Background: an optimization exercise with open tools, aiming at small area, a short achievable clock period and few clock cycles per item. Do not read the settings as production practice.
The RTL was checked by simulation tests, not by an equivalence proof against the original design.
No activity file was given, so power comes from the tool's default toggle rates.

==> run a: inputs <==
Design top, start of the top module:
module top(clock, reset, DataIn, Go_flag, Found, Ready);
input clock;
input reset;
input [7:0] DataIn;
input Go_flag;
output [31:0] Found;
output Ready;
Match Match_DUT(.clock(clock), .reset(reset), .DataIn(DataIn), .Go_flag(Go_flag), .Found(Found), .Ready(Ready));
endmodule
clock: 3.5 ns
lec_check: 0
cap_margin: 20
core_margin: 2
core_utilization: 30
slew_margin: 20
run.sh (not shown) runs the stock make flow with config.mk's settings and CLKGATE_MAP_FILE= SYNTH_SCRIPT=/design/flow/synth_recipe.tcl, a recipe that flattens the netlist after the stock synthesis.
==> inputs of run b, as changes to run a <==
Settings changed: SETUP_SLACK_MARGIN set to 1.2.
==> summary of the runs <==
In synthesized area, run a and run b do not differ.
Cell count: run a is smaller than run b (5.4%).
Between run a and run b, the lower utilization is in run a (gap 3.7 points).
Register-to-register slack: run a is worse than run b (0.28 ns).
In run b the combinational power is higher than in run a, by 11%.
Testbench counts of run a, summed over its fixed seeds: cycles 3,208, chars 3,200.
Testbench counts of run b, summed over its fixed seeds: cycles 3,208, chars 3,200.

========
==> inputs of 03-08 <==
top again, from the RTL that the note above started with.
clock: 3.5 ns
lec_check: 0
cap_margin: 20
core_margin: 2
core_utilization: 30
setup_slack_margin: 1.4
slew_margin: 20
standard.sh (not shown) runs the stock make flow with config.mk's settings and CLKGATE_MAP_FILE= SYNTH_SCRIPT=/design/flow/synth_recipe.tcl, a recipe that flattens the netlist after the stock synthesis.
==> flow/flow/run.sh <==
#!/bin/bash
# Standard ORFS layout, but with port buffers of a plain buffer cell and
# resizing free to change a cell's footprint.
set -euo pipefail
cd "$(dirname "$0")/.."
bash standard.sh MATCH_CELL_FOOTPRINT=0 "BUFFER_PORTS_ARGS=-buffer_cell sky130_fd_sc_hd__buf_2" finish > standard_flow.log 2>&1
==> 04-23: changes against 03-08 <==
- ABC_AREA: unset -> 1
- SETUP_SLACK_MARGIN: 1.4 -> 1.2
==> 02-09: changes against 03-08 <==
- SETUP_SLACK_MARGIN: 1.4 -> 1.8
==> 08-27: changes against 03-08 <==
- SETUP_SLACK_MARGIN: 1.4 -> 1.2
==> qor summary <==
item                                                                 08-27               03-08               04-23               02-09
Status                                    no timing/DRC/antenna violations  no timing/DRC/antenna violations  no timing/DRC/antenna violations  no timing/DRC/antenna violations
Latest clock arrival within the worst-skew pair                     240 ps              240 ps              230 ps              250 ps
Mean routed wirelength per cell                                    14.5 um             16.4 um             13.3 um             18.0 um
Maximum fanout along the worst path                                     20                  14                   6                   6
Avg Synthesized Cell Area                                       6.73 sq um          6.73 sq um          5.69 sq um          6.73 sq um
Worst slack at placement                                           1130 ps              801 ps             1300 ps             1170 ps
Clock buf/inv share                                                 0.0197              0.0171              0.0198              0.0134
Portion of total power attributed to the clock network               0.273               0.251               0.258               0.217
Area share of fa/ha/maj cells after synthesis                       0.0561              0.0561              0.0572              0.0561
HPWL after detailed placement                                      3.98 mm             4.15 mm             4.52 mm             4.12 mm
Crit path setup slack, layout                                      1300 ps             1410 ps             1240 ps             1460 ps
Cell Count Post-Placement                                              365                 363                 423                 363
Fillcell total                                                         664                 667                 699                 604
Initial Util                                                         0.312               0.312               0.310               0.312
Worst Clk Skew                                                     4.59 ps             1.76 ps            0.888 ps             7.62 ps
Min-delay src                                           Match_DUT.state[2]  Match_DUT.state[2]               reset               reset
RSZ-0062 raised after global routing                                 false                true                true                true
Internal power                                                  0.000266 W          0.000282 W          0.000262 W          0.000334 W
Worst supply voltage drop on vdd                                  0.126 mV            0.188 mV            0.111 mV            0.133 mV
Areal power density over the cells                             209 nW/um^2         196 nW/um^2         207 nW/um^2         184 nW/um^2
Start of the worst register-to-register path            Match_DUT.state[1]  Match_DUT.state[2]  Match_DUT.state[2]  Match_DUT.state[2]
Total number of vias                                                  2153                2344                2218                2544
Wire length of the first global-routing pass                       8.68 mm             9.63 mm             9.12 mm             11.1 mm
Met3 Track Usage GR                                                 0.0385              0.0318              0.0321              0.0366
Testbench counts of 03-08, summed over its fixed seeds: cycles 3,208, chars 3,200.
Testbench counts of 04-23, summed over its fixed seeds: cycles 3,208, chars 3,200.
Testbench counts of 02-09, summed over its fixed seeds: cycles 3,208, chars 3,200.
Testbench counts of 08-27, summed over its fixed seeds: cycles 3,208, chars 3,200.

port drivers added, routing unchanged:
How much do the figures lean on ideal ports? The routed layouts below were timed once more, with nothing changed but the port constraints. Step 1 assumes that a clkbuf_16 drives the clock port and a buf_2 every other input. Step 2 times the ports against the registers' clock, not the clock port: input delays grow and output delays shrink by t, the midpoint of the rising clock arrivals with the driver on. Three values: no drivers, after step 1, after step 2; two values: the first two.
run | t, ns | setup slack, ns | worst setup path at the end | clock arrival spread, ns
run a | 0.255 | 0.542 / 0.521 / 0.632 | input to register | 0.006 / 0.006
run b | 0.256 | 1.201 / 1.198 / 0.943 | input to register | 0.003 / 0.003
03-08 | 0.260 | 1.406 / 1.402 / 1.153 | input to register | 0.002 / 0.002
04-23 | 0.249 | 1.243 / 1.221 / 1.437 | input to register | 0.001 / 0.000
02-09 | 0.270 | 1.460 / 1.433 / 1.330 | input to register | 0.007 / 0.008
08-27 | 0.265 | 1.296 / 1.285 / 1.038 | input to register | 0.004 / 0.005
After both steps setup and hold are still met in every run listed.
